What follows belongs to an exercise in optimizing a design on an open flow for small area; a production flow would make more cautious choices. Where RTL was checked, it was by simulation tests only, not by an equivalence proof against the original. Function not checked in runs 3 to 5: the RTL went through the layout flow alone. Power is estimated from default activity; no workload was simulated.

## design/flow/design.v

```verilog
module fifo#(parameter DEPTH = 16,
             parameter WIDTH = 16)(
    input logic clk,
    input logic rst,
    input logic push_i,
    input logic [WIDTH-1:0] push_data_i,
    input logic pop_i,
    output logic [WIDTH-1:0] pop_data_i,
    output logic fifo_full,
    output logic fifo_empty);
  logic [15:0][WIDTH-1:0] mem_queue, mem_next;
  logic [4:0] rd_ptr, wr_ptr, rd_next, wr_next;
  logic [15:0] we, keep, rsel;
  logic hold_out;
  logic [WIDTH-1:0] rdata;
  fifo_ctrl u_ctrl (
    .rst(rst), .push_i(push_i), .pop_i(pop_i),
    .rd_ptr(rd_ptr), .wr_ptr(wr_ptr),
    .rd_next(rd_next), .wr_next(wr_next),
    .we(we), .keep(keep), .rsel(rsel), .hold_out(hold_out),
    .fifo_full(fifo_full), .fifo_empty(fifo_empty));
  for (genvar w = 0; w < 16; w++) begin : g_word
    for (genvar b = 0; b < WIDTH; b++) begin : g_bit
      fifo_store_bit u_bit (
        .q(mem_queue[w][b]), .keep(keep[w]), .d(push_data_i[b]), .we(we[w]),
        .n(mem_next[w][b]));
    end
  end
  for (genvar b = 0; b < WIDTH; b++) begin : g_rd
    logic [15:0] col;
    for (genvar w = 0; w < 16; w++) begin : g_col
      assign col[w] = mem_queue[w][b];
    end
    fifo_read_bit u_rd (
      .m(col), .sel(rsel), .q(pop_data_i[b]), .hold(hold_out), .n(rdata[b]));
  end
  always_ff @(posedge clk) begin
    rd_ptr <= rd_next;
    wr_ptr <= wr_next;
    mem_queue <= mem_next;
    pop_data_i <= rdata;
  end
endmodule
module fifo_store_bit (
    input logic q, keep, d, we,
    output logic n);
  assign n = (q & keep) | (d & we);
endmodule
module fifo_read_bit (
    input logic [15:0] m,
    input logic [15:0] sel,
    input logic q, hold,
    output logic n);
  logic [5:0] t;
  for (genvar k = 0; k < 5; k++) begin : g_aoi
    fifo_aoi222 u_aoi (
      .a1(m[3*k]), .a2(sel[3*k]), .b1(m[3*k+1]), .b2(sel[3*k+1]),
      .c1(m[3*k+2]), .c2(sel[3*k+2]), .y(t[k]));
  end
  fifo_aoi22 u_aoi5 (.a1(m[15]), .a2(sel[15]), .b1(q), .b2(hold), .y(t[5]));
  assign n = ~(t[0] & t[1] & t[2]) | ~(t[3] & t[4] & t[5]);
endmodule
module fifo_aoi222 (
    input logic a1, a2, b1, b2, c1, c2,
    output logic y);
  assign y = ~((a1 & a2) | (b1 & b2) | (c1 & c2));
endmodule
module fifo_aoi22 (
    input logic a1, a2, b1, b2,
    output logic y);
  assign y = ~((a1 & a2) | (b1 & b2));
endmodule
module fifo_ctrl (
    input logic rst, push_i, pop_i,
    input logic [4:0] rd_ptr, wr_ptr,
    output logic [4:0] rd_next, wr_next,
    output logic [15:0] we, keep, rsel,
    output logic hold_out,
    output logic fifo_full, fifo_empty);
  logic low_eq, push, pop, hold_full;
  assign low_eq     = (rd_ptr[3:0] == wr_ptr[3:0]);
  assign fifo_full  = low_eq & (rd_ptr[4] ^ wr_ptr[4]);
  assign fifo_empty = low_eq & ~(rd_ptr[4] ^ wr_ptr[4]);
  assign push = push_i & ~rst;
  assign pop  = pop_i & ~rst;
  assign hold_full = fifo_full & ~push;
  assign hold_out = ~pop;
  fifo_count u_wr (.rst(rst), .inc(push_i), .p(wr_ptr), .n(wr_next));
  fifo_count u_rd (.rst(rst), .inc(pop_i), .p(rd_ptr), .n(rd_next));
  logic [3:0] w_lo_we_n, w_hi_n, w_lo_clr, w_hi, r_lo_n, r_hi_n;
  always_comb begin
    for (int j = 0; j < 4; j++) begin
      w_lo_we_n[j] = ~((wr_ptr[1:0] == j[1:0]) & push);
      w_hi_n[j]    = ~(wr_ptr[3:2] == j[1:0]);
      w_lo_clr[j]  = (wr_ptr[1:0] == j[1:0]) & ~hold_full;
      w_hi[j]      = (wr_ptr[3:2] == j[1:0]);
      r_lo_n[j]    = ~((rd_ptr[1:0] == j[1:0]) & pop);
      r_hi_n[j]    = ~(rd_ptr[3:2] == j[1:0]);
    end
  end
  for (genvar w = 0; w < 16; w++) begin : g_sel
    fifo_nor2 u_we (.a(w_lo_we_n[w % 4]), .b(w_hi_n[w / 4]), .y(we[w]));
    fifo_nand2 u_keep (.a(w_lo_clr[w % 4]), .b(w_hi[w / 4]), .y(keep[w]));
    fifo_nor2 u_rs (.a(r_lo_n[w % 4]), .b(r_hi_n[w / 4]), .y(rsel[w]));
  end
endmodule
module fifo_count (
    input logic rst, inc,
    input logic [4:0] p,
    output logic [4:0] n);
  assign n = rst ? 5'd0 : p + {4'd0, inc};
endmodule
module fifo_nor2 (
    input logic a, b,
    output logic y);
  assign y = ~(a | b);
endmodule
module fifo_nand2 (
    input logic a, b,
    output logic y);
  assign y = ~(a & b);
endmodule
```

## design/flow/flow/run.sh

```bash
#!/bin/bash
set -e
here=$(pwd)
export BUFFER_PORTS_ARGS="-buffer_cell sky130_fd_sc_hd__buf_1"
export PRE_RESIZE_TCL="$here/flow/downsize.tcl"
export CTS_ARGS="-sink_clustering_enable -repair_clock_nets -dont_use_dummy_load -buf_list sky130_fd_sc_hd__clkbuf_16 -sink_clustering_size 30 -sink_clustering_max_diameter 60"
bash standard.sh > standard.log 2>&1
```

## design/flow/flow/downsize.tcl

```tcl
# Before placement repair: set every combinational cell to its smallest
# drive strength. repair_design (run right after this by ORFS) and the
# later timing repair size up only what slew, capacitance or timing need.
set db [ord::get_db]
set n 0
foreach inst [[ord::get_db_block] getInsts] {
  set m [$inst getMaster]
  set name [$m getName]
  if {[$m getType] ne "CORE"} { continue }
  if {![regexp {^(sky130_fd_sc_hd__[a-z0-9]+)_([0-9]+)$} $name -> base size]} { continue }
  if {$size <= 1} { continue }
  if {[regexp {^sky130_fd_sc_hd__(df|edf|sdf|dl|clk)} $name]} { continue }
  set small [$db findMaster ${base}_1]
  if {$small eq "NULL" || $small eq ""} { continue }
  if {[$small getWidth] >= [$m getWidth]} { continue }
  $inst swapMaster $small
  incr n
}
puts "downsize.tcl: $n cells set to drive strength 1"
```

## design/flow/standard.sh

```bash
#!/bin/bash
# synth_recipe.tcl (not shown) runs the flow's synth.tcl, then flattens the netlist and writes it again
# the make line also repeats each setting of config.mk as NAME=value (left out here)
make -C /OpenROAD-flow-scripts/flow DESIGN_CONFIG=/design/flow/config.mk WORK_HOME=/design/flow/orfs CLKGATE_MAP_FILE= SYNTH_SCRIPT=/design/flow/synth_recipe.tcl "${@:-finish}"
```

## design/flow/config.mk

```make
export PLATFORM = sky130hd
export DESIGN_NAME = fifo
export DESIGN_NICKNAME = fifo
export VERILOG_FILES = /design/flow/design.v
export SDC_FILE = /design/flow/constraint.sdc
export NUM_CORES = 4
export LEC_CHECK = 0
export CAP_MARGIN = 20
export CORE_MARGIN = 2
export CORE_UTILIZATION = 65
export SLEW_MARGIN = 20
export SYNTH_HIERARCHICAL = 1
```

## design/flow/constraint.sdc

```tcl
create_clock -name core_clock -period 5.0 [get_ports {clk}]
set_input_delay 1.0000 -clock core_clock [delete_from_list [all_inputs] [get_ports {clk}]]
set_output_delay 1.0000 -clock core_clock [all_outputs]
set_load 0.01 [all_outputs]
```

==> impl_metrics.toml, run 1 <==
[grt]
grt_max_degree = 31
antenna_found_initial = 0
grt_overflow_total = 0
grt_pass1_wl_mm = 44.55
grt_pass1_vias = 7436
grtUsageTotal_pct = 35.14

[detailed_routing]
drc = 0
post_drt_wl_per_cell_um = 27.77
drt-pass1-iter-count = 9
drt_iter0_drc = 1185
viasPerCell = 7.700
vias = 7939
totalWireLength_mm = 28.63
drtAntennaViolNets = 0

[synthesis]
synth_compound_area_share_pct = 33.34
synthSimpleGateAreaFrac_pct = 6.744
synth.lib_cells_used.distinct = 27
synth_seq_area_share_pct = 57.63
synthTopCellsByCount = "dfxtp_1, a22o_1, a222oi_1"
ys_ff_latch = 282
synth-xor-area-share_pct = 0.7792
synth_top_family_by_area = "compound AO/OA/AOI/OAI gates"
synth.area.mux_share_pct = 0.6131
synth-edff-count = 0
synthArstFlopShare_pct = 0
synthAdderAreaFrac_pct = 0.5109
ys_warn_count = 8
synth_top_area_share_pct = 57.63
syn_nets = 809
synth_cells = 785
synth.most_common_cell = "dfxtp_1"
syn_avg_cell_area_um2 = 12.48
synth.area.top_cells = "dfxtp_1, a22o_1, a222oi_1, a22oi_2, nor2_1"
synthFlopType = "dfxtp_1"
syn_area_um2 = 9796
synth_top_area_cell = "dfxtp_1"

[timing]
setup_tns_ns = 0
max-slew-margin-rel_pct = 20.34
worst_slew_pin_slew_ns = 1.191
finalHoldViolCount = 0
setup_violations = 0
period_share_pct = 68.71
fin_crit_ns = 3.435
fin_skew_ns = 0.03263
rsz0062_at_grt = "false"
drv_slew = 0
fmax_mhz = 291.1

[die]
die_y_um = 126.8
design.portCount = 38
initial_utilization_pct = 66.89
num_rows = 44
die-area_um2 = 16070
core-area_um2 = 14640
die_w_um = 126.8

[setup_path]
r2r_cells = 5
crit_chain = "buf_1, nor2b_1, inv_1, or3_1, nor2_1, a222oi_1, and4_1, nand3_1"
worst_ep_required_time_ns = 5.40
path_max_fanout = 18
arrival_ns = 3.84
crit_start = "rst"
critPathSlowestCell = "nor2_1"
r2r-start = "wr_ptr[3]"
critPathMaxStageDelay_ns = 0.88
critPathLaunchType = "input port"
crit_type = "in -> reg"
cp-end-kind = "flip-flop"

[clock_tree]
clk-insertion-delay-late_ns = 0.50
cts_resized = 0
clk_path_buf_depth = 3
postCtsSetupBuffers = 0
cts_hold_buf = 0
clockRootBuffer = "clkbuf_16"
clk_pin_slew_ns = 0.08
cts_tree = "done"
h-tree-depth = 1
numClockSinks = 282
cts_made_buffers = 15

[power]
irDropWorstVdd_uv = 303.7
power_density_nw_per_um2 = 377.8
p_leak_nw = 3.846
power_mw = 3.962

[layout]
syn_to_final_growth_pct = 7.038
antenna-diode-count = 0
design_area_um2 = 10490
nets = 873
drive_gt1_share_pct = 4.014

[placed_design]
dp_hpwl_mm = 19.59
port_buffers = 37
place_congestion = 1.073
post_dp_cell_area_um2 = 10080

[run_status]
status = "timing/DRC/antenna clean"

[hold_path]
min_from = "mem_queue[154]"
hp-class = "reg -> reg"
holdPathStages = 1

[job]
maxCapViolations = 0
-- per-module statistics from Yosys (local to each module, per instance) --
module,cell area (um2),copies in the design,cells,flip-flops and latches
fifo,5645,1,282,282
fifo_aoi22,12.51,16,1,0
fifo_aoi222,10.01,80,1,0
fifo_count,110.1,2,14,0
fifo_ctrl,286.5,1,43,0
fifo_nand2,3.754,16,1,0
fifo_nor2,3.754,32,1,0
fifo_read_bit,13.76,16,2,0
fifo_store_bit,8.758,256,1,0
-- metrics by stage --
stage                     cells  setup WS (ns)  hold WS, ns  utilization [%]
after floorplan             785          2.029       0.4527                -
after global placement     1015          1.320       0.4654            69.87
after detailed placement   1015          1.205       0.4705            68.85
after CTS                  1030          1.701       0.4897            71.41
after global routing       1031          1.440       0.5028            71.60
final                      1031          1.565       0.4931            71.60
-- sequential cells by signal, summed over array words and instances, names as in the netlist --
name,cells
pop_data_i,16
wr_ptr,5
rd_ptr,5
mem_queue,256
-- worst max-delay path: cells and delay by family --
family / cells / cell delay (ns)
simple gates: 5 / 1.94
buf+inv: 2 / 0.57
compound gates: 1 / 0.34
-- power breakdown --
part,switching (mW),leakage (nW),total (mW),internal (mW)
clock network,0.676,0.185,1.22,0.540
registers,0.0896,2.28,2.46,2.37
logic,0.161,1.38,0.289,0.127
-- layout by cell type, fill, tap and decap left out, types with 2 or more instances in the layout --
| master | instances |
|---|---|
| and4_1 | 16 |
| inv_1 | 5 |
| nand3b_1 | 3 |
| a222oi_1 | 80 |
| nor2_2 | 16 |
| mux2_1 | 4 |
| nand2_1 | 21 |
| or2_2 | 2 |
| nor2_1 | 25 |
| buf_1 | 48 |
| xnor2_1 | 3 |
| a22oi_1 | 16 |
| ha_1 | 4 |
| nor2b_1 | 10 |
| nand2b_1 | 5 |
| dfxtp_1 | 282 |
| clkbuf_16 | 15 |
| a22o_1 | 256 |
| a21oi_1 | 3 |
| xor2_1 | 4 |
| nand3_1 | 22 |
-- path summary, 6_finish.rpt --
| check | slack (ns) | end |
|---|---|---|
| worst max-delay path | 1.56 | pop_data_i[5] |
| worst min-delay path | 0.49 | mem_queue[154] |
| worst max register to register | 2.32 | mem_queue[139] |
| worst min register to register | 0.49 | mem_queue[154] |
-- kinds of logic after synthesis --
group | after synthesis
DFF | 282
xor gates and xnor gates | 7
adders and majority gates | 4
and+or+nand+nor | 125
muxes | 4
buffers and inverters | 7
AOI/OAI and AO/OA | 356
-- area by class of cell --
| cell class | count | area, um2 |
|---|---|---|
| clock buffer | 15 | 375.4 |
| fill | 1038 | 4159 |
| inverter | 5 | 18.77 |
| multi-input combinational | 496 | 4028 |
| sequential | 282 | 5645 |
| tap | 184 | 230.2 |
| timing repair buffer | 49 | 187.7 |
-- layer usage --
layer	global-route usage, %	vias up	routed length, um
met3	10.25	44	3981
met2	48.68	611	11720
met1	54.08	3856	12480
met4	8.339	0	451
met5	0	-	0
li1	-	3428	-
==> inputs of run 2 (changes only) <==
==> design/flow/flow/run.sh (replaced) <==
#!/bin/bash
set -e
here=$(pwd)
export BUFFER_PORTS_ARGS="-buffer_cell sky130_fd_sc_hd__buf_1"
export PRE_RESIZE_TCL="$here/flow/downsize.tcl"
export CTS_ARGS="-sink_clustering_enable -repair_clock_nets -dont_use_dummy_load -buf_list sky130_fd_sc_hd__clkbuf_8 -sink_clustering_size 16 -sink_clustering_max_diameter 50"
bash standard.sh > standard.log 2>&1
==> run 2 against run 1 <==
  * Hold slack worse by 0.0013 ns
  * Highest routed layer unchanged
  * Still clean on timing, DRC and antenna
  * Critical path type unchanged
  * Largest cell class unchanged
  * Global-route usage fell by 0.37 points
  * Synthesized cell count unchanged
==> impl_metrics.toml, run 2 <==
[run_status]
status = "timing/DRC/antenna clean"

[grt]
grt_pass1_vias = 7305
grt_overflow_total = 0
grtUsageTotal_pct = 34.76
use_met1_pct = 54.15
grt_pass1_wl_mm = 44.13
antenna_found_initial = 0
grt_max_degree = 19
met3_usage_pct = 9.194
met2_usage_pct = 48.65
busiest_layer = "met1"

[die]
num_rows = 44
design.portCount = 38
initial_utilization_pct = 66.89
die_w_um = 126.8
core-area_um2 = 14640
die_y_um = 126.8
die-area_um2 = 16070

[clock_tree]
clk_path_buf_depth = 3
clockRootBuffer = "clkbuf_8"
numClockSinks = 282
postCtsSetupBuffers = 0
cts_hold_buf = 0
h-tree-depth = 1
cts_tree = "done"
clk-insertion-delay-late_ns = 0.56
cts_resized = 0
cts_made_buffers = 23
clk_pin_slew_ns = 0.09

[placed_design]
place_congestion = 1.073
dp_hpwl_mm = 19.59
port_buffers = 37
dp_slack_ns = 1.205

[setup_path]
arrival_ns = 3.79
crit_type = "in -> reg"
critPathSlowestCell = "a222oi_1"
r2r-start = "wr_ptr[3]"
worst_ep_required_time_ns = 5.39
crit_start = "rst"
r2r_end = "mem_queue[17]"
cpMostUsedCell = "buf_1"
critPathMaxStageDelay_ns = 0.78
crit_chain = "buf_1, nor2b_1, inv_1, or3_1, nor2_1, buf_1, a222oi_1, nand3_1"
critPathLaunchType = "input port"
cp-end-kind = "flip-flop"
r2r_slack_ns = 2.39
r2r_cells = 5
path_max_fanout = 18

[synthesis]
syn_area_um2 = 9796
synth.lib_cells_used.distinct = 27
synth.most_common_cell = "dfxtp_1"
synthTopCellsByCount = "dfxtp_1, a22o_1, a222oi_1"
synth_seq_area_share_pct = 57.63
synthArstFlopShare_pct = 0
syn_avg_cell_area_um2 = 12.48
ys_warn_count = 8
synth.area.top_cells = "dfxtp_1, a22o_1, a222oi_1, a22oi_2, nor2_1"
synthFlopType = "dfxtp_1"
syn_nets = 809
synth_top_area_cell = "dfxtp_1"
synth_cells = 785
ys_ff_latch = 282
synth_top_area_share_pct = 57.63
synth-edff-count = 0

[hold_path]
hp-class = "reg -> reg"
min_from = "mem_queue[71]"
holdPathStages = 1
hold_end = "mem_queue[71]"

[layout]
syn_to_final_growth_pct = 6.566
nets = 883
antenna-diode-count = 0
final_cell_mix = "dfxtp_1, a22o_1, a222oi_1"
final_common_cell = "dfxtp_1"
regMostFlops = "mem_queue"
drive_gt1_share_pct = 5.018
largest_register_ffs = 256
top_regs = "mem_queue: 256 flops, pop_data_i: 16 flops"
nFillCells = 1048
register_area_um2 = 5645
multi_input_area_um2 = 4025

[timing]
finalHoldViolCount = 0
max-slew-margin-rel_pct = 24.56
worst_slew_pin_slew_ns = 1.127
fmax_mhz = 294.0
setup_violations = 0
fin_skew_ns = 0.07216
fin_crit_ns = 3.401
rsz0062_at_grt = "false"
setup_tns_ns = 0
period_share_pct = 68.03
drv_slew = 0
setup_ws_ns = 1.599

[detailed_routing]
viasPerCell = 7.687
drc = 0
post_drt_wl_per_cell_um = 27.35
drt-pass1-iter-count = 8
vias = 8002
totalWireLength_mm = 28.47
drt_iter0_drc = 1429
drtAntennaViolNets = 0

[power]
p_clk_share_pct = 28.3
p_leak_nw = 3.837
switching_share_pct = 24.06
power_density_nw_per_um2 = 366.7
switchingPower_uw = 921.2
p_seq_share_pct = 64.2
p_comb_share_pct = 7.5
irDropWorstVdd_uv = 270.1
p_int_mw = 2.907

[job]
maxCapViolations = 0
[run 2: cell counts after synthesis]
No cell type changed its count.
[run 2: per-stage QoR]
step	util, %	std cells	area, um2	hold WS [ns]	total power, mW
2_1_floorplan	-	785	9796	0.4527	2.664
3_3_place_gp	69.87	1015	10230	0.4654	2.781
3_5_place_dp	68.85	1015	10080	0.4705	2.784
4_1_cts	71.01	1038	10400	0.4917	3.826
5_1_grt	71.28	1041	10440	0.5016	3.948
6_report	71.28	1041	10440	0.4918	3.828
[run 2: worst max-delay path, delay by kind of cell]
| family | cells | cell delay (ns) |
|---|---|---|
| simple gates | 4 | 0.64 |
| buf+inv | 3 | 1.36 |
| compound gates | 1 | 0.78 |
[run 2: power by group through the flow]
stage / logic [mW] / registers [mW] / clock network (mW)
floorplan: 0.182 / 2.48 / 0
global placement: 0.282 / 2.50 / 0
detailed placement: 0.283 / 2.50 / 0
CTS: 0.283 / 2.45 / 1.09
global route: 0.310 / 2.47 / 1.17
finish: 0.288 / 2.46 / 1.08
[run 2: logic make-up after synthesis]
group,after synthesis,synth area share (%)
buffers and inverters,7,0.3832
flip-flops,282,57.63
AO/OA/AOI/OAI,356,33.34
multiplexers,4,0.6131
AND/OR/NAND/NOR,125,6.744
adder cells (fa/ha/maj),4,0.5109
XOR/XNOR,7,0.7792
[run 2: Yosys stat by module (local to each module, per instance)]
| module | times used | flops+latches | cell area [um2] | cells |
|---|---|---|---|---|
| fifo | 1 | 282 | 5645 | 282 |
| fifo_ctrl | 1 | 0 | 286.5 | 43 |
| fifo_count | 2 | 0 | 110.1 | 14 |
| fifo_read_bit | 16 | 0 | 13.76 | 2 |
| fifo_aoi22 | 16 | 0 | 12.51 | 1 |
| fifo_aoi222 | 80 | 0 | 10.01 | 1 |
| fifo_store_bit | 256 | 0 | 8.758 | 1 |
| fifo_nand2 | 16 | 0 | 3.754 | 1 |
| fifo_nor2 | 32 | 0 | 3.754 | 1 |
[run 2: worst max path at each step]
stage                           endpoint  slack [ns]  cells past startpoint
after floorplan            pop_data_i[0]        2.03                      7
after global placement    pop_data_i[11]        1.32                      8
after detailed placement  pop_data_i[11]        1.20                      8
after CTS                 pop_data_i[11]        1.73                      8
after global routing       pop_data_i[0]        1.47                      8
final                     pop_data_i[10]        1.60                      8
[run 2: cell type report]
type | instances | share of cell area (%)
inverter | 5 | 0.1798
sequential | 282 | 54.08
timing repair buffer | 51 | 1.942
tap | 184 | 2.205
multi-input combinational | 496 | 38.56
clock buffer | 23 | 3.032
[run 2: routing by layer]
layer / wire length (um) / up-vias / share of wire [%]
li1: - / 3454 / -
met1: 12250 / 3848 / 43
met2: 11680 / 652 / 41
met3: 4061 / 48 / 14
met4: 478 / 0 / 1.7
met5: 0 / - / 0
==> inputs of run 3 (changes only) <==
--- a/design/flow/design.v
+++ b/design/flow/design.v
@@ -79,3 +79,3 @@
     output logic fifo_full, fifo_empty);
-  logic low_eq, push, pop, hold_full;
+  logic low_eq, push, pop;
   assign low_eq     = (rd_ptr[3:0] == wr_ptr[3:0]);
@@ -85,3 +85,2 @@
   assign pop  = pop_i & ~rst;
-  assign hold_full = fifo_full & ~push;
   assign hold_out = ~pop;
@@ -89,3 +88,3 @@
   fifo_count u_rd (.rst(rst), .inc(pop_i), .p(rd_ptr), .n(rd_next));
-  logic [3:0] w_lo_we_n, w_hi_n, w_lo_clr, w_hi, r_lo_n, r_hi_n;
+  logic [3:0] w_lo_we_n, w_hi_n, r_lo_n, r_hi_n;
   always_comb begin
@@ -94,4 +93,2 @@
       w_hi_n[j]    = ~(wr_ptr[3:2] == j[1:0]);
-      w_lo_clr[j]  = (wr_ptr[1:0] == j[1:0]) & ~hold_full;
-      w_hi[j]      = (wr_ptr[3:2] == j[1:0]);
       r_lo_n[j]    = ~((rd_ptr[1:0] == j[1:0]) & pop);
@@ -102,3 +99,3 @@
     fifo_nor2 u_we (.a(w_lo_we_n[w % 4]), .b(w_hi_n[w / 4]), .y(we[w]));
-    fifo_nand2 u_keep (.a(w_lo_clr[w % 4]), .b(w_hi[w / 4]), .y(keep[w]));
+    fifo_inv u_keep (.a(we[w]), .y(keep[w]));
     fifo_nor2 u_rs (.a(r_lo_n[w % 4]), .b(r_hi_n[w / 4]), .y(rsel[w]));
@@ -117,6 +114,6 @@
 endmodule
-module fifo_nand2 (
-    input logic a, b,
+module fifo_inv (
+    input logic a,
     output logic y);
-  assign y = ~(a & b);
+  assign y = ~a;
 endmodule
==> run 3 against run 2 <==
  * Sequential share of layout area increased by 0.12 points
  * Clock power increased by 6%
  * Utilization increased by 0.38 points
  * Critical path type unchanged
  * Largest power group unchanged
  * Synthesized area decreased by 0.95%
  * Critical path depth decreased by 1
  * Still clean
  * Die area decreased by 0.91%
  * Cell count decreased by 0.19%
  * Sequential power increased by 7%
  * First-iteration DRC count decreased by 4.3%
==> impl_metrics.toml, run 3 <==
[power]
irDropWorstVdd_uv = 232.9
p_leak_nw = 3.807
power_density_nw_per_um2 = 400.5
power_mw = 4.171

[synthesis]
syn_nets = 795
synth.area.top_cells = "dfxtp_1, a22o_1, a222oi_1, a22oi_2, nor2_1"
synthFlopType = "dfxtp_1"
ys_ff_latch = 282
synth_cells = 771
synth.most_common_cell = "dfxtp_1"
ys_warn_count = 8
synthTopCellsByCount = "dfxtp_1, a22o_1, a222oi_1"
syn_area_um2 = 9703
synth_top_area_share_pct = 58.18
syn_avg_cell_area_um2 = 12.59
synth-edff-count = 0
synth_top_area_cell = "dfxtp_1"
synthArstFlopShare_pct = 0
synth_seq_area_share_pct = 58.18
synth.lib_cells_used.distinct = 24

[setup_path]
critPathLaunchType = "input port"
r2r-start = "wr_ptr[0]"
arrival_ns = 3.86
worst_ep_required_time_ns = 5.40
crit_start = "rst"
r2r_cells = 5
path_max_fanout = 17
crit_type = "in -> reg"
crit_end = "mem_queue[129]"
r2r_end = "mem_queue[129]"
r2r_slack_ns = 2.18
cp-end-kind = "flip-flop"

[grt]
antenna_found_initial = 0
grt_pass1_wl_mm = 43.57
grtUsageTotal_pct = 34.15
grt_overflow_total = 0
grt_pass1_vias = 7393
grt_max_degree = 19

[clock_tree]
cts_hold_buf = 0
clk-insertion-delay-late_ns = 0.55
cts_resized = 0
h-tree-depth = 1
postCtsSetupBuffers = 0
clk_pin_slew_ns = 0.07
cts_tree = "done"
numClockSinks = 282
cts_made_buffers = 25
clockRootBuffer = "clkbuf_8"
clk_path_buf_depth = 3

[detailed_routing]
drc = 0
drt-pass1-iter-count = 13
drtAntennaViolNets = 0
viasPerCell = 7.529
vias = 7823
drt_iter0_drc = 1367
totalWireLength_mm = 27.78
post_drt_wl_per_cell_um = 26.73

[layout]
design_area_um2 = 10420
nFillCells = 1103
largest_register_ffs = 256
top_regs = "mem_queue: 256 flops, pop_data_i: 16 flops"
nets = 881
drive_gt1_share_pct = 4.444
antenna-diode-count = 0
register_area_um2 = 5645
final_common_cell = "dfxtp_1"
multi_input_area_um2 = 3906
final_cell_mix = "dfxtp_1, a22o_1, a222oi_1"
syn_to_final_growth_pct = 7.337
regMostFlops = "mem_queue"

[die]
design.portCount = 38
die-area_um2 = 15920
core-area_um2 = 14530
die_w_um = 126.2
num_rows = 44
initial_utilization_pct = 66.76
die_y_um = 126.2

[timing]
setup_tns_ns = 0
worst_slew_pin_slew_ns = 1.175
setup_violations = 0
period_share_pct = 69.20
max-slew-margin-rel_pct = 21.38
fin_skew_ns = 0.05287
fin_crit_ns = 3.460
finalHoldViolCount = 0
fmax_mhz = 289.0
setup_ws_ns = 1.540
drv_slew = 0
rsz0062_at_grt = "false"

[placed_design]
place_congestion = 0.9845
port_buffers = 37
post_dp_cell_area_um2 = 10060
dp_hpwl_mm = 18.80
dp_slack_ns = 1.141

[hold_path]
holdPathStages = 1
hp-class = "reg -> reg"
min_from = "mem_queue[18]"

[job]
maxCapViolations = 0

[run_status]
status = "timing/DRC/antenna clean"
==> run 3: report_power, final <==
part	internal [mW]	switching (mW)	leakage (nW)
Combinational	0.220	0.190	1.32
Sequential	2.47	0.153	2.30
Clock	0.445	0.692	0.180
Total	3.14	1.03	3.81
==> run 3: kinds of logic after synthesis <==
| logic type | count (synthesis) | share of synthesized area (%) |
|---|---|---|
| adders and majority gates | 4 | 0.5158 |
| AOI/OAI and AO/OA | 352 | 33.42 |
| muxes | 4 | 0.6190 |
| buffers and inverters | 17 | 0.6576 |
| and+or+nand+nor | 105 | 5.970 |
| xor gates and xnor gates | 7 | 0.6319 |
| DFF | 282 | 58.18 |
==> run 3: how the worst min path moves through the flow <==
| stage | to | slack, ns |
|---|---|---|
| after global routing | mem_queue[76] | 0.50 |
| after CTS | mem_queue[76] | 0.49 |
| final | mem_queue[18] | 0.49 |
| after global placement | mem_queue[101] | 0.47 |
| after detailed placement | mem_queue[2] | 0.47 |
| after floorplan | pop_data_i[0] | 0.45 |
==> run 3: layout make-up <==
class / instances / area share, %
Timing Repair Buffer: 59 / 2.162
Clock buffer: 25 / 3.304
Multi-Input combinational cell: 472 / 37.51
Tap cell: 184 / 2.210
Inverter: 17 / 0.6127
Sequential cell: 282 / 54.20
==> run 3: critical path, stage by stage <==
cell      delay (ns)
buf_1           0.30
nand2b_1        0.29
or3_1           0.42
nor2_1          0.12
buf_1           0.75
inv_1           0.62
a22o_1          0.34
==> run 3: routing by layer <==
metal / part of all wire [%] / vias to the layer above / global-route usage (%)
li1: - / 3413 / -
met1: 44 / 3876 / 52.40
met2: 44 / 483 / 50.82
met3: 10 / 51 / 5.947
met4: 2.1 / 0 / 7.628
met5: 0 / - / 0
==> run 3: metrics by stage <==
step	hold WS [ns]	cells	util, %
finish	0.4907	1039	71.66
global route	0.5006	1039	71.66
CTS	0.4898	1038	71.57
detailed placement	0.4713	1013	69.21
global placement	0.4654	1013	70.40
floorplan	0.4527	771	-
==> run 3: per-module statistics from Yosys (local to each module, per instance), excerpt <==
| module | flops+latches | cell area [um2] | cells |
|---|---|---|---|
| fifo_aoi222 | 0 | 10.01 | 1 |
| fifo_count | 0 | 110.1 | 14 |
| fifo | 282 | 5645 | 282 |
| fifo_inv | 0 | 3.754 | 1 |
| fifo_read_bit | 0 | 13.76 | 2 |
| fifo_ctrl | 0 | 193.9 | 29 |
| fifo_aoi22 | 0 | 12.51 | 1 |
==> inputs of run 4 (changes only) <==
==> design/flow/flow/run.sh (replaced) <==
#!/bin/bash
set -e
here=$(pwd)
export BUFFER_PORTS_ARGS="-buffer_cell sky130_fd_sc_hd__buf_1"
export PRE_RESIZE_TCL="$here/flow/downsize.tcl"
export CTS_ARGS="-sink_clustering_enable -repair_clock_nets -dont_use_dummy_load -buf_list sky130_fd_sc_hd__clkbuf_8 -sink_clustering_size 20 -sink_clustering_max_diameter 60"
bash standard.sh > standard.log 2>&1
==> run 4 against run 3 <==
  * Critical endpoint is now mem_queue[128]
  * Hold slack better by 0.0086 ns
  * Sequential power hardly changed
  * Synthesized area stayed put
  * Fmax is 1.1% higher
  * Non-clock buffer count is 1 lower
  * Still clean on timing, DRC and antenna
  * Global-route usage is 0.23 points lower
  * Clock skew is 0.020 ns lower
  * Design area is 0.97% lower
  * Sequential cell count stayed put
  * Worst setup slack better by 0.039 ns
  * Critical path depth stayed put
==> impl_metrics.toml, run 4 <==
[clock_tree]
cts_hold_buf = 0
h-tree-depth = 1
cts_tree = "done"
clk_pin_slew_ns = 0.11
cts_resized = 0
cts_made_buffers = 18
postCtsSetupBuffers = 0
clockRootBuffer = "clkbuf_8"
clk-insertion-delay-late_ns = 0.54
clk_path_buf_depth = 3
numClockSinks = 282

[detailed_routing]
totalWireLength_mm = 27.62
drtAntennaViolNets = 0
drt_iter0_drc = 1258
vias = 7825
viasPerCell = 7.582
post_drt_wl_per_cell_um = 26.76
drc = 0
drt-pass1-iter-count = 11

[power]
p_leak_nw = 3.751
irDropWorstVdd_uv = 267.8
power_density_nw_per_um2 = 389.7

[timing]
finalHoldViolCount = 0
fin_skew_ns = 0.03272
setup_tns_ns = 0
period_share_pct = 68.43
setup_violations = 0
drv_slew = 0
rsz0062_at_grt = "false"
fmax_mhz = 292.3
max-slew-margin-rel_pct = 23.43
setup_ws_ns = 1.579
worst_slew_pin_slew_ns = 1.144
fin_crit_ns = 3.421

[die]
die-area_um2 = 15920
core-area_um2 = 14530
initial_utilization_pct = 66.76
design.portCount = 38
die_y_um = 126.2
num_rows = 44
die_w_um = 126.2

[layout]
nets = 873
design_area_um2 = 10310
regMostFlops = "mem_queue"
final_cell_mix = "dfxtp_1, a22o_1, a222oi_1"
final_common_cell = "dfxtp_1"
syn_to_final_growth_pct = 6.292
drive_gt1_share_pct = 3.542
top_regs = "mem_queue: 256 flops, pop_data_i: 16 flops"
largest_register_ffs = 256

[synthesis]
synth.lib_cells_used.distinct = 24
syn_avg_cell_area_um2 = 12.59
ys_warn_count = 8
ys_ff_latch = 282
syn_area_um2 = 9703
synthFlopType = "dfxtp_1"
synth.area.top_cells = "dfxtp_1, a22o_1, a222oi_1, a22oi_2, nor2_1"
synthArstFlopShare_pct = 0
synth_cells = 771
synth_top_area_share_pct = 58.18
synthTopCellsByCount = "dfxtp_1, a22o_1, a222oi_1"
synth_seq_area_share_pct = 58.18
syn_nets = 795
synth-edff-count = 0
synth_top_area_cell = "dfxtp_1"
synth.most_common_cell = "dfxtp_1"

[run_status]
status = "timing/DRC/antenna clean"

[setup_path]
worst_ep_required_time_ns = 5.41
crit_type = "in -> reg"
r2r_slack_ns = 2.20
arrival_ns = 3.83
r2r-start = "wr_ptr[0]"
cp-end-kind = "flip-flop"
path_max_fanout = 17
critPathLaunchType = "input port"
r2r_cells = 5
r2r_end = "mem_queue[128]"

[grt]
grt_pass1_wl_mm = 43.42
grt_pass1_vias = 7321
grt_max_degree = 21
grtUsageTotal_pct = 33.92
grt_overflow_total = 0
antenna_found_initial = 0

[placed_design]
dp_slack_ns = 1.141
dp_hpwl_mm = 18.80
place_congestion = 0.9845
post_dp_cell_area_um2 = 10060
port_buffers = 37

[job]
maxCapViolations = 0

[hold_path]
hold_end = "mem_queue[57]"
min_from = "mem_queue[57]"
holdPathStages = 1
hp-class = "reg -> reg"
[run 4: metrics by stage]
stage                     total power, mW  hold WS, ns  instances  utilization [%]
after CTS                           4.019       0.4957       1031            70.91
after global placement              3.055       0.4654       1013            70.40
after floorplan                     2.904       0.4527        771                -
after detailed placement            3.068       0.4713       1013            69.21
after global routing                4.161       0.5081       1031            70.95
final                               4.019       0.4993       1032            70.96
[run 4: modules after synthesis, one instance, submodules excluded]
| module | times used | cells inside |
|---|---|---|
| fifo_store_bit | 256 | 1 |
| fifo | 1 | 282 |
| fifo_inv | 16 | 1 |
| fifo_aoi222 | 80 | 1 |
| fifo_count | 2 | 14 |
| fifo_ctrl | 1 | 29 |
| fifo_nor2 | 32 | 1 |
| fifo_read_bit | 16 | 2 |
| fifo_aoi22 | 16 | 1 |
[run 4: how the worst max path moves through the flow]
stage / startpoint / end / slack (ns) / depth (start not counted)
4_1_cts: rst / mem_queue[135] / 1.69 / 7
5_1_grt: rst / mem_queue[128] / 1.46 / 7
3_3_place_gp: rst / pop_data_i[3] / 1.31 / 8
2_1_floorplan: rst / mem_queue[208] / 2.15 / 5
6_report: rst / mem_queue[128] / 1.58 / 7
3_5_place_dp: rst / mem_queue[139] / 1.14 / 7
[run 4: worst max-delay path, stage by stage]
cell and delay [ns]:
buf_1 0.29, nand2b_1 0.29, or3_1 0.42, nor2_1 0.12, buf_1 0.74, inv_1 0.61, a22o_1 0.34
[run 4: layout make-up]
class / instances / area, um2
fill: 1104 / 4220
multi-input combinational: 472 / 3906
timing repair buffer: 58 / 217.7
clock buffer: 18 / 247.7
antenna: 1 / 2.502
sequential: 282 / 5645
tap: 184 / 230.2
inverter: 17 / 63.81
[run 4: cells by family (layout without fill, tap and decap cells)]
logic type	Yosys count	after routing	share of synthesized area [%]
fa+ha+maj	4	4	0.5158
other cells	0	1	0
compound gates	352	352	33.42
buf+inv	17	93	0.6576
mux	4	4	0.6190
flops	282	282	58.18
simple gates	105	105	5.970
xor+xnor	7	7	0.6319
[run 4: per-layer routing]
metal | track usage (%) | part of all wire [%] | up-vias
met3 | 6.712 | 10 | 46
met4 | 6.399 | 1.8 | 0
met2 | 50.44 | 43 | 474
li1 | - | - | 3405
met1 | 52.07 | 44 | 3900
met5 | 0 | 0 | -
[run 4: report_power, final]
| part | internal [mW] | switching [mW] | total, mW |
|---|---|---|---|
| clock network | 0.328 | 0.659 | 0.986 |
| registers | 2.47 | 0.152 | 2.62 |
| logic | 0.220 | 0.190 | 0.410 |
==> inputs of run 5 (changes only) <==
==> design/flow/design.v (replaced) <==
module fifo#(parameter DEPTH = 16,
             parameter WIDTH = 16)(
    input logic clk,
    input logic rst,
    input logic push_i,
    input logic [WIDTH-1:0] push_data_i,
    input logic pop_i,
    output logic [WIDTH-1:0] pop_data_i,
    output logic fifo_full,
    output logic fifo_empty);
  logic [15:0][WIDTH-1:0] mem_queue, mem_next, mem_prev;
  logic [4:0] cnt, cnt_next;
  logic shift, hold;
  logic [15:0] rsel;
  logic hold_out;
  logic [WIDTH-1:0] rdata;
  fifo_ctrl u_ctrl (
    .rst(rst), .push_i(push_i), .pop_i(pop_i),
    .cnt(cnt), .cnt_next(cnt_next),
    .shift(shift), .hold(hold), .rsel(rsel), .hold_out(hold_out),
    .fifo_full(fifo_full), .fifo_empty(fifo_empty));
  assign mem_prev[0] = push_data_i;
  for (genvar w = 1; w < 16; w++) begin : g_prev
    assign mem_prev[w] = mem_queue[w-1];
  end
  for (genvar w = 0; w < 16; w++) begin : g_word
    fifo_store_word #(.WIDTH(WIDTH)) u_word (
      .q(mem_queue[w]), .keep(hold), .d(mem_prev[w]), .we(shift),
      .n(mem_next[w]));
  end
  for (genvar b = 0; b < WIDTH; b++) begin : g_rd
    logic [15:0] col;
    for (genvar w = 0; w < 16; w++) begin : g_col
      assign col[w] = mem_queue[w][b];
    end
    fifo_read_bit u_rd (
      .m(col), .sel(rsel), .q(pop_data_i[b]), .hold(hold_out), .n(rdata[b]));
  end
  always_ff @(posedge clk) begin
    cnt <= cnt_next;
    mem_queue <= mem_next;
    pop_data_i <= rdata;
  end
endmodule
module fifo_store_word #(parameter WIDTH = 16) (
    input logic [WIDTH-1:0] q, d,
    input logic keep, we,
    output logic [WIDTH-1:0] n);
  assign n = (q & {WIDTH{keep}}) | (d & {WIDTH{we}});
endmodule
module fifo_read_bit (
    input logic [15:0] m,
    input logic [15:0] sel,
    input logic q, hold,
    output logic n);
  logic [5:0] t;
  for (genvar k = 0; k < 5; k++) begin : g_aoi
    fifo_aoi222 u_aoi (
      .a1(m[3*k]), .a2(sel[3*k]), .b1(m[3*k+1]), .b2(sel[3*k+1]),
      .c1(m[3*k+2]), .c2(sel[3*k+2]), .y(t[k]));
  end
  fifo_aoi22 u_aoi5 (.a1(m[15]), .a2(sel[15]), .b1(q), .b2(hold), .y(t[5]));
  assign n = ~(t[0] & t[1] & t[2]) | ~(t[3] & t[4] & t[5]);
endmodule
module fifo_aoi222 (
    input logic a1, a2, b1, b2, c1, c2,
    output logic y);
  assign y = ~((a1 & a2) | (b1 & b2) | (c1 & c2));
endmodule
module fifo_aoi22 (
    input logic a1, a2, b1, b2,
    output logic y);
  assign y = ~((a1 & a2) | (b1 & b2));
endmodule
module fifo_ctrl (
    input logic rst, push_i, pop_i,
    input logic [4:0] cnt,
    output logic [4:0] cnt_next,
    output logic shift, hold,
    output logic [15:0] rsel,
    output logic hold_out,
    output logic fifo_full, fifo_empty);
  logic push, pop;
  assign push = push_i & ~rst;
  assign pop  = pop_i & ~rst;
  assign fifo_full  = cnt[4];
  assign fifo_empty = (cnt == 5'd0);
  assign shift    = push;
  assign hold     = ~push;
  assign hold_out = ~pop;
  always_comb begin
    if (rst)
      cnt_next = 5'd0;
    else if (push_i & ~pop_i)
      cnt_next = cnt + 5'd1;
    else if (pop_i & ~push_i)
      cnt_next = cnt - 5'd1;
    else
      cnt_next = cnt;
  end
  logic [3:0] lo_n, hi_n;
  for (genvar j = 0; j < 4; j++) begin : g_pre
    assign lo_n[j] = ~((cnt[1:0] == j) & pop);
    assign hi_n[j] = ~(cnt[3:2] == j);
  end
  for (genvar w = 0; w < 16; w++) begin : g_sel
    localparam logic [3:0] C = 4'(w + 1);
    fifo_nor2 u_rs (.a(lo_n[C[1:0]]), .b(hi_n[C[3:2]]), .y(rsel[w]));
  end
endmodule
module fifo_nor2 (
    input logic a, b,
    output logic y);
  assign y = ~(a | b);
endmodule
==> design/flow/flow/run.sh (replaced) <==
#!/bin/bash
set -e
here=$(pwd)
export BUFFER_PORTS_ARGS="-buffer_cell sky130_fd_sc_hd__buf_1"
export PRE_RESIZE_TCL="$here/flow/downsize.tcl"
export CTS_ARGS="-sink_clustering_enable -repair_clock_nets -dont_use_dummy_load -buf_list sky130_fd_sc_hd__clkbuf_8 -sink_clustering_size 16 -sink_clustering_max_diameter 50"
bash standard.sh > standard.log 2>&1
==> run 5 against run 4 <==
  * Still clean on timing, DRC and antenna
  * Non-clock buffer count rose by 4
  * Via count fell by 7.6%
  * Largest power group unchanged
  * Design area rose by 0.70%
  * Hold slack got worse by 0.021 ns
  * Clock skew rose by 0.029 ns
  * Utilization fell by 3.1 points
  * Combinational power rose by 69%
  * Critical path type unchanged
  * Sequential power rose by 16%
  * Die area rose by 5.8%
  * Register-to-register slack improved by 0.31 ns
==> impl_metrics.toml, run 5 <==
[placed_design]
place_congestion = 0.7859
post_dp_cell_area_um2 = 10040
dp_hpwl_mm = 14.82
place_inst = 994
dp_slack_ns = 1.448
port_buffers = 37

[clock_tree]
cts_tree = "done"
numClockSinks = 277
clk-insertion-delay-late_ns = 0.56
cts_hold_buf = 0
clockRootBuffer = "clkbuf_8"
cts_made_buffers = 25
cts_resized = 0
postCtsSetupBuffers = 0
h-tree-depth = 1
clk_path_buf_depth = 3
clk_pin_slew_ns = 0.09

[synthesis]
synthArstFlopShare_pct = 0
ys_warn_count = 8
ys_ff_latch = 277
syn_avg_cell_area_um2 = 13.09
synth_top_area_share_pct = 53.90
synth-edff-count = 0
synth.most_common_cell = "dfxtp_1"
synth_cells = 786
synthFlopType = "dfxtp_1"
synth.area.top_cells = "dfxtp_1, a22o_1, a22o_2, a222oi_1, buf_6"
synth_top_area_cell = "dfxtp_1"
synthTopCellsByCount = "dfxtp_1, a22o_1, a22o_2"
synth.lib_cells_used.distinct = 32
syn_nets = 811
synth_seq_area_share_pct = 53.90
syn_area_um2 = 10290

[timing]
max-slew-margin-rel_pct = 27.32
hold_slack_ns = 0.4780
fin_crit_ns = 3.112
rsz0062_at_grt = "false"
period_share_pct = 62.24
fin_skew_ns = 0.06218
setup_tns_ns = 0
finalHoldViolCount = 0
setup_violations = 0
fmax_mhz = 321.3
setup_ws_ns = 1.888
worst_slew_pin_slew_ns = 1.090
drv_slew = 0

[die]
initial_utilization_pct = 67.17
num_rows = 45
die-area_um2 = 16850
core-area_um2 = 15310
die_y_um = 129.8
die_w_um = 129.8
design.portCount = 38

[power]
p_clk_share_pct = 23.0
p_seq_share_pct = 62.7
p_int_mw = 3.519
p_leak_nw = 3.876
irDropWorstVdd_uv = 300.5
power_density_nw_per_um2 = 465.6
switchingPower_mw = 1.317
switching_share_pct = 27.24
p_comb_share_pct = 14.3

[layout]
top_regs = "mem_queue: 256 flops, pop_data_i: 16 flops, cnt: 5 flops"
nFillCells = 1209
nets = 835
fin_cells = 1019
regMostFlops = "mem_queue"
syn_to_final_growth_pct = 0.9607
final_cell_mix = "dfxtp_1, a22o_1, a222oi_1"
antenna-diode-count = 0
final_common_cell = "dfxtp_1"
design_area_um2 = 10390
largest_register_ffs = 256
drive_gt1_share_pct = 7.302

[grt]
antenna_found_initial = 0
grt_max_degree = 84
grtUsageTotal_pct = 26.81
grt_pass1_vias = 6659
grt_pass1_wl_mm = 36.18
grt_overflow_total = 0

[setup_path]
arrival_ns = 3.58
critPathSlowestCell = "buf_1"
crit_chain = "buf_1, nand2_2, buf_12, inv_4, buf_16, buf_1, a22o_1"
crit_type = "in -> reg"
worst_ep_required_time_ns = 5.47
cpMostUsedCell = "buf_1"
cp-end-kind = "flip-flop"
path_max_fanout = 83
critPathMaxStageDelay_ns = 0.81
critPathLaunchType = "input port"

[detailed_routing]
post_drt_wl_per_cell_um = 22.51
viasPerCell = 7.092
drt_iter0_drc = 1016
totalWireLength_mm = 22.94
drtAntennaViolNets = 0
drc = 0
drt-pass1-iter-count = 8
vias = 7227

[job]
maxCapViolations = 0

[hold_path]
hp-class = "reg -> reg"

[run_status]
status = "timing/DRC/antenna clean"
==> run 5: cell types whose count changed after synthesis, sizes merged, moves of 4 or more <==
cell	previous run	this run
dfxtp	282	277
nor2	41	19
xnor2	6	2
buf	0	65
inv	17	5
nand3	21	16
nor2b	10	4
==> run 5: layer usage <==
layer	global-route usage, %	part of all wire [%]
met5	0	0
met2	40.90	45
met4	7.590	2.1
met1	38.68	44
met3	5.740	9.0
==> run 5: through the flow <==
| step | utilization (%) | power [mW] |
|---|---|---|
| after CTS | 67.82 | 4.848 |
| after global routing | 67.82 | 5.058 |
| after global placement | 65.56 | 3.730 |
| final | 67.82 | 4.836 |
| after detailed placement | 65.57 | 3.755 |
| after floorplan | - | 3.601 |
==> run 5: worst paths after layout <==
| path | startpoint | to | slack (ns) | cells past startpoint |
|---|---|---|---|---|
| worst max-delay path | push_i | mem_queue[129] | 1.89 | 7 |
| worst min-delay path | mem_queue[122] | mem_queue[138] | 0.48 | 1 |
| worst max register to register | cnt[0] | pop_data_i[2] | 2.51 | 7 |
| worst min register to register | mem_queue[122] | mem_queue[138] | 0.48 | 1 |
==> run 5: power groups by stage <==
stage / Clock (mW) / Combinational [mW] / Sequential (mW)
floorplan: 0 / 0.622 / 2.98
global placement: 0 / 0.684 / 3.05
detailed placement: 0 / 0.689 / 3.07
CTS: 1.14 / 0.692 / 3.02
global route: 1.22 / 0.753 / 3.08
finish: 1.11 / 0.692 / 3.03
==> run 5: logic make-up after synthesis <==
group | after synthesis | synth area share [%]
compound gates | 357 | 33.08
flops | 277 | 53.90
simple gates | 73 | 4.135
buf+inv | 70 | 7.845
fa+ha+maj | 5 | 0.6081
xor+xnor | 2 | 0.1703
mux | 2 | 0.2554
==> run 5: critical path: cells and delay by family <==
kind	cells	cell delay [ns]
buf+inv	5	1.90
compound gates	1	0.26
simple gates	1	0.32
==> run 5: per-module statistics from Yosys (local to each module, per instance), a selection <==
module | flops+latches | copies in the design | area, um2
fifo | 277 | 1 | 5545
fifo_aoi222 | 0 | 80 | 10.01
fifo_aoi22 | 0 | 16 | 12.51
fifo_nor2 | 0 | 16 | 3.754
fifo_ctrl | 0 | 1 | 317.8
fifo_read_bit | 0 | 16 | 13.76
==> run 5: cell type report <==
| cell class | count | area, um2 | share of cell area (%) |
|---|---|---|---|
| flip-flops and latches | 277 | 5545 | 53.39 |
| multi-input cells | 439 | 3761 | 36.21 |
| repair buffers | 62 | 450.4 | 4.337 |
| clock buffers | 25 | 344.1 | 3.313 |
| well taps | 211 | 264.0 | 2.542 |
| inverters | 5 | 21.27 | 0.2048 |
==> inputs of run 6 (changes only) <==
--- a/design/flow/design.v
+++ b/design/flow/design.v
@@ -12,3 +12,3 @@
   logic [4:0] cnt, cnt_next;
-  logic shift, hold;
+  logic push_n;
   logic [15:0] rsel;
@@ -19,3 +19,3 @@
     .cnt(cnt), .cnt_next(cnt_next),
-    .shift(shift), .hold(hold), .rsel(rsel), .hold_out(hold_out),
+    .push_n(push_n), .rsel(rsel), .hold_out(hold_out),
     .fifo_full(fifo_full), .fifo_empty(fifo_empty));
@@ -27,3 +27,3 @@
     fifo_store_word #(.WIDTH(WIDTH)) u_word (
-      .q(mem_queue[w]), .keep(hold), .d(mem_prev[w]), .we(shift),
+      .q(mem_queue[w]), .push_n(push_n), .d(mem_prev[w]),
       .n(mem_next[w]));
@@ -46,5 +46,13 @@
     input logic [WIDTH-1:0] q, d,
-    input logic keep, we,
+    input logic push_n,
     output logic [WIDTH-1:0] n);
+  logic keep, we;
+  fifo_inv u_we (.a(push_n), .y(we));
+  fifo_inv u_keep (.a(we), .y(keep));
   assign n = (q & {WIDTH{keep}}) | (d & {WIDTH{we}});
+endmodule
+module fifo_inv (
+    input logic a,
+    output logic y);
+  assign y = ~a;
 endmodule
@@ -78,3 +86,3 @@
     output logic [4:0] cnt_next,
-    output logic shift, hold,
+    output logic push_n,
     output logic [15:0] rsel,
@@ -87,4 +95,3 @@
   assign fifo_empty = (cnt == 5'd0);
-  assign shift    = push;
-  assign hold     = ~push;
+  assign push_n   = ~push_i;
   assign hold_out = ~pop;
==> run 6 against run 5 <==
  * Utilization is 3.0 points lower
  * Clock power about the same
  * Hold slack gained 0.0057 ns
  * Via count is 1.8% higher
  * Non-clock buffer count decreased by 18
  * Critical path type unchanged
  * Count of clock-buffer cells in the layout grew 1
  * Fmax grew 7.7%
  * Worst setup slack improved by 0.22 ns
  * Design area shrank 1.6%
  * Total power down 2.7%
  * Largest cell class unchanged
  * Synthesized cell count up 3.8%
==> impl_metrics.toml, run 6 <==
[timing]
setup_ws_ns = 2.110
setup_violations = 0
fmax_mhz = 346.0
rsz0062_at_grt = "false"
fin_crit_ns = 2.890
max-slew-margin-rel_pct = 25.91
fin_skew_ns = 0.04390
setup_tns_ns = 0
finalHoldViolCount = 0
worst_slew_pin_slew_ns = 1.107
period_share_pct = 57.80
drv_slew = 0

[detailed_routing]
drtAntennaViolNets = 0
post_drt_wl_per_cell_um = 24.18
drt_iter0_drc = 946
drc = 0
totalWireLength_mm = 25.08
vias = 7357
drt-pass1-iter-count = 7
viasPerCell = 7.095

[placed_design]
place_congestion = 0.8749
post_dp_cell_area_um2 = 9849
dp_hpwl_mm = 17.28
port_buffers = 37
dp_slack_ns = 1.681

[die]
die_y_um = 130.5
num_rows = 46
core-area_um2 = 15770
die_w_um = 130.5
die-area_um2 = 17040
initial_utilization_pct = 65.99
design.portCount = 38

[synthesis]
synth.most_common_cell = "dfxtp_1"
synth-edff-count = 0
synth.lib_cells_used.distinct = 32
syn_avg_cell_area_um2 = 12.75
synth.area.top_cells = "dfxtp_1, a22o_1, a22o_2, a222oi_1, buf_6"
synth_cells = 816
synth_top_area_cell = "dfxtp_1"
syn_area_um2 = 10410
synth_seq_area_share_pct = 53.29
synthFlopType = "dfxtp_1"
synthArstFlopShare_pct = 0
syn_nets = 841
ys_ff_latch = 277
ys_warn_count = 8
synthTopCellsByCount = "dfxtp_1, a22o_1, a22o_2"
synth_top_area_share_pct = 53.29

[clock_tree]
cts_resized = 0
numClockSinks = 277
cts_hold_buf = 0
postCtsSetupBuffers = 0
cts_tree = "done"
clockRootBuffer = "clkbuf_8"
h-tree-depth = 1
clk_path_buf_depth = 3
cts_made_buffers = 26
clk-insertion-delay-late_ns = 0.57
clk_pin_slew_ns = 0.10

[setup_path]
cp-end-kind = "flip-flop"
worst_ep_required_time_ns = 5.47
critPathLaunchType = "input port"
path_max_fanout = 16
arrival_ns = 3.36
crit_type = "in -> reg"

[grt]
grt_overflow_total = 0
grtUsageTotal_pct = 28.99
grt_max_degree = 19
grt_pass1_vias = 6833
grt_pass1_wl_mm = 38.68
antenna_found_initial = 0

[layout]
top_regs = "mem_queue: 256 flops, pop_data_i: 16 flops, cnt: 5 flops"
regMostFlops = "mem_queue"
syn_to_final_growth_pct = -1.816
final_common_cell = "dfxtp_1"
nets = 848
antenna-diode-count = 0
drive_gt1_share_pct = 4.141
nFillCells = 1286
final_cell_mix = "dfxtp_1, a22o_1, a222oi_1"
design_area_um2 = 10220
largest_register_ffs = 256

[power]
power_mw = 4.706
power_density_nw_per_um2 = 460.6
irDropWorstVdd_uv = 247.8
p_leak_nw = 3.991

[hold_path]
hp-class = "reg -> reg"

[run_status]
status = "timing/DRC/antenna clean"

[job]
maxCapViolations = 0
## run 6: per-module statistics from Yosys, one instance, submodules excluded, excerpt
module,copies in the design,flip-flops and latches,cell area [um2]
fifo_read_bit,16,0,13.76
fifo_ctrl,1,0,316.6
fifo_nor2,16,0,3.754
fifo_aoi222,80,0,10.01
fifo_inv,32,0,3.754
fifo_aoi22,16,0,12.51
## run 6: area by class of cell
class | instances | area (um2) | area share, %
Multi-Input combinational cell | 438 | 3736 | 36.57
Tap cell | 216 | 270.3 | 2.645
Timing Repair Buffer | 44 | 172.7 | 1.690
Sequential cell | 277 | 5545 | 54.27
Inverter | 36 | 135.1 | 1.323
Clock buffer | 26 | 357.8 | 3.502
## run 6: routing by layer
layer | wire length, um | global-route usage, %
met3 | 1971 | 5.415
met2 | 11480 | 45.62
met4 | 487 | 7.196
met5 | 0 | 0
met1 | 11140 | 41.60
## run 6: final timing paths
check,start,endpoint,slack (ns),depth (start not counted)
setup / recovery,pop_i,pop_data_i[6],2.11,8
hold / removal,mem_queue[35],mem_queue[51],0.48,1
setup reg to reg,cnt[0],pop_data_i[6],2.44,8
hold reg to reg,mem_queue[35],mem_queue[51],0.48,1
## run 6: cells by family after synthesis
logic type	Yosys count	share of synthesized area (%)
flip-flops	277	53.29
AO/OA/AOI/OAI	357	32.74
buffers and inverters	101	8.873
adder cells (fa/ha/maj)	6	0.7094
multiplexers	2	0.2524
AND/OR/NAND/NOR	71	3.968
XOR/XNOR	2	0.1684
## run 6: power breakdown
| group | internal (mW) | switching (mW) | total (mW) |
|---|---|---|---|
| Clock | 0.463 | 0.682 | 1.14 |
| Sequential | 2.59 | 0.341 | 2.93 |
| Combinational | 0.339 | 0.291 | 0.630 |
| Total | 3.39 | 1.31 | 4.71 |
## run 6: stage by stage
step           hold slack, ns  utilization, %  std cells
6_report               0.4837           64.79       1037
5_1_grt                0.5100           64.79       1037
4_1_cts                0.4797           64.73       1036
3_5_place_dp           0.4739           62.46       1010
3_3_place_gp           0.4753           63.82       1009
2_1_floorplan          0.4628               -        816
## run 6: worst max-delay path: stages
cell and delay (ns):
buf_1 0.25, nor2b_1 0.35, nand2_1 0.18, nor2_1 0.22, buf_1 0.64, a222oi_1 0.34, and4_1 0.29, nand3_1 0.07
==> inputs of run 7 (changes only) <==
==> design/flow/flow/run.sh (replaced) <==
#!/bin/bash
set -e
here=$(pwd)
export BUFFER_PORTS_ARGS="-buffer_cell sky130_fd_sc_hd__buf_1"
export PRE_RESIZE_TCL="$here/flow/downsize.tcl"
export CTS_ARGS="-sink_clustering_enable -repair_clock_nets -dont_use_dummy_load -buf_list sky130_fd_sc_hd__clkbuf_8 -sink_clustering_size 18 -sink_clustering_max_diameter 45"
bash standard.sh > standard.log 2>&1
--- a/design/flow/config.mk
+++ b/design/flow/config.mk
@@ -9,3 +9,3 @@
 export CORE_MARGIN = 2
-export CORE_UTILIZATION = 65
+export CORE_UTILIZATION = 75
 export SLEW_MARGIN = 20
==> run 7 against run 6 <==
  * Wire length decreased by 1.9%
  * Non-clock buffer count decreased by 3
  * Synthesized cell count unchanged
  * Combinational power about the same
  * Register-to-register slack got worse by 0.04 ns
  * Sequential cell count unchanged
  * Worst setup slack improved by 0.046 ns
  * Utilization increased by 9.2 points
  * First-iteration DRC count increased by 25%
  * Clock skew increased by 0.0036 ns
  * Global-route usage increased by 3.3 points
  * Largest power group unchanged
==> impl_metrics.toml, run 7 <==
[layout]
multi_input_area_um2 = 3741
regMostFlops = "mem_queue"
nFillCells = 967
largest_register_ffs = 256
nets = 844
top_regs = "mem_queue: 256 flops, pop_data_i: 16 flops, cnt: 5 flops"
final_cell_mix = "dfxtp_1, a22o_1, a222oi_1"
design_area_um2 = 10140
fin_cells = 997
final_common_cell = "dfxtp_1"
antenna-diode-count = 0
post-route-util_pct = 73.94
drive_gt1_share_pct = 4.039
register_area_um2 = 5545
syn_to_final_growth_pct = -2.513

[grt]
antenna_found_initial = 1
busiest_layer = "met2"
grt_pass1_wl_mm = 37.94
use_met1_pct = 44.50
grt_max_degree = 19
grt_pass1_vias = 7063
met2_usage_pct = 51.08
grt_overflow_total = 0
met3_usage_pct = 7.257
grtUsageTotal_pct = 32.31

[clock_tree]
clk-insertion-delay-late_ns = 0.55
clk_pin_slew_ns = 0.08
numClockSinks = 277
cts_resized = 0
cts_tree = "done"
cts_made_buffers = 25
cts_hold_buf = 0
clk_path_buf_depth = 3
postCtsSetupBuffers = 0
clockRootBuffer = "clkbuf_8"
h-tree-depth = 1

[synthesis]
synth_seq_area_share_pct = 53.29
synth.area.top_cells = "dfxtp_1, a22o_1, a22o_2, a222oi_1, buf_6"
synthTopCellsByCount = "dfxtp_1, a22o_1, a22o_2"
synth_top_area_share_pct = 53.29
synthFlopType = "dfxtp_1"
syn_avg_cell_area_um2 = 12.75
synth.lib_cells_used.distinct = 32
syn_nets = 841
ys_ff_latch = 277
ys_warn_count = 8
synth_top_area_cell = "dfxtp_1"
synth-edff-count = 0
syn_area_um2 = 10410
synthArstFlopShare_pct = 0
synth.most_common_cell = "dfxtp_1"
synth_cells = 816

[die]
core-area_um2 = 13720
die_y_um = 121.8
design.portCount = 38
die_w_um = 121.8
num_rows = 43
initial_utilization_pct = 75.85
die-area_um2 = 14830

[power]
switchingPower_mw = 1.308
power_density_nw_per_um2 = 461.6
irDropWorstVdd_uv = 369.7
power_mw = 4.683
p_int_mw = 3.375
switching_share_pct = 27.92
p_leak_nw = 3.971
p_clk_share_pct = 23.8
p_seq_share_pct = 62.7
p_comb_share_pct = 13.5

[detailed_routing]
viasPerCell = 7.579
drc = 0
drt-pass1-iter-count = 10
vias = 7556
drt_iter0_drc = 1182
drtAntennaViolNets = 0
post_drt_wl_per_cell_um = 24.69
totalWireLength_mm = 24.61

[placed_design]
place_congestion = 0.8916
dp_hpwl_mm = 16.90
post_dp_cell_area_um2 = 9786
place_inst = 972
port_buffers = 37
dp_slack_ns = 1.597

[timing]
finalHoldViolCount = 0
fin_crit_ns = 2.844
rsz0062_at_grt = "false"
fin_skew_ns = 0.04752
worst_slew_pin_slew_ns = 1.140
setup_tns_ns = 0
max-slew-margin-rel_pct = 23.72
hold_slack_ns = 0.4841
period_share_pct = 56.88
fmax_mhz = 351.6
drv_slew = 0
setup_ws_ns = 2.156
setup_violations = 0

[setup_path]
worst_ep_required_time_ns = 5.48
critPathLaunchType = "input port"
path_max_fanout = 16
crit_start = "pop_i"
r2r-start = "cnt[0]"
arrival_ns = 3.32
crit_type = "in -> reg"
cp-end-kind = "flip-flop"

[run_status]
status = "timing/DRC/antenna clean"

[hold_path]
min_from = "mem_queue[68]"
hp-class = "reg -> reg"

[job]
maxCapViolations = 0
[run 7: cell counts after synthesis]
Identical to the previous run, type by type.
[run 7: Yosys stat by module, one instance, submodules excluded, a selection]
module         flip-flops and latches  cells inside  times used
fifo_aoi222                         0             1          80
fifo_inv                            0             1          32
fifo                              277           277           1
fifo_aoi22                          0             1          16
fifo_ctrl                           0            43           1
fifo_read_bit                       0             2          16
fifo_nor2                           0             1          16
[run 7: cell families (layout without fill, tap and decap cells)]
family          Yosys count  count (layout)  synth area share, %
compound gates          357             357                32.74
simple gates             71              71                3.968
buf+inv                 101             102                8.873
xor+xnor                  2               2               0.1684
mux                       2               2               0.2524
flops                   277             277                53.29
fa+ha+maj                 6               6               0.7094
[run 7: power groups by stage]
| stage | clock (mW) | sequential (mW) | combinational (mW) |
|---|---|---|---|
| finish | 1.11 | 2.94 | 0.630 |
| floorplan | 0 | 2.88 | 0.560 |
| CTS | 1.12 | 2.92 | 0.620 |
| global placement | 0 | 2.96 | 0.630 |
| detailed placement | 0 | 2.97 | 0.615 |
| global route | 1.21 | 2.97 | 0.679 |
[run 7: path summary, 6_finish.rpt]
path / to / slack (ns) / cells after the start
setup / recovery: pop_data_i[5] / 2.16 / 8
hold reg to reg: mem_queue[84] / 0.48 / 1
hold / removal: mem_queue[84] / 0.48 / 1
setup reg to reg: pop_data_i[5] / 2.40 / 8
[run 7: cell type report]
class | count | area share, %
flip-flops and latches | 277 | 54.66
multi-input cells | 438 | 36.88
well taps | 180 | 2.220
inverters | 36 | 1.332
repair buffers | 41 | 1.517
clock buffers | 25 | 3.392
[run 7: critical path, stage by stage]
cell      delay, ns
buf_1          0.24
nor2b_1        0.35
nand2_1        0.20
nor2_1         0.14
buf_1          0.66
a222oi_1       0.36
and4_1         0.29
nand3_1        0.07
[run 7: layer usage]
layer  wire length [um]  vias up
met2              11290      471
met4                684        0
met3               2663       63
met1               9976     3711
li1                   -     3311
met5                  0        -

==> port drivers added, routing unchanged <==
Ports are ideal in the flow. The routed layouts listed here were re-timed in OpenROAD. Step 1: set_driving_cell puts a clkbuf_16 on clk and a buf_2 on each other input, an assumption about the parent block. Step 2 moves the port delays by t, midway between the first and last clock arrival at a register: inputs arrive t later, outputs are due t later. That takes back most of the time a late clock gives input paths. Three values: ideal ports, drivers, drivers and shift; two values: the first two.
| run | shift t [ns] | setup slack, ns | hold slack, ns | worst setup path at the end |
|---|---|---|---|---|
| run 1 | 0.523 | 1.565 / 1.586 / 1.063 | 0.493 / 0.493 / 0.493 | input to register |
| run 2 | 0.564 | 1.599 / 1.614 / 1.050 | 0.492 / 0.492 / 0.492 | input to register |
| run 3 | 0.568 | 1.540 / 1.549 / 0.981 | 0.491 / 0.491 / 0.491 | input to register |
| run 4 | 0.564 | 1.579 / 1.589 / 1.025 | 0.499 / 0.499 / 0.499 | input to register |
| run 5 | 0.567 | 1.888 / 1.907 / 1.340 | 0.478 / 0.478 / 0.478 | input to register |
| run 6 | 0.592 | 2.110 / 2.125 / 1.533 | 0.484 / 0.484 / 0.484 | input to register |
| run 7 | 0.565 | 2.156 / 2.168 / 1.604 | 0.484 / 0.484 / 0.484 | input to register |
After both steps every run listed still meets setup and hold. The setup slack of run 6, which loses most, moves by +0.015 ns with the drivers and by -0.577 ns with both steps.
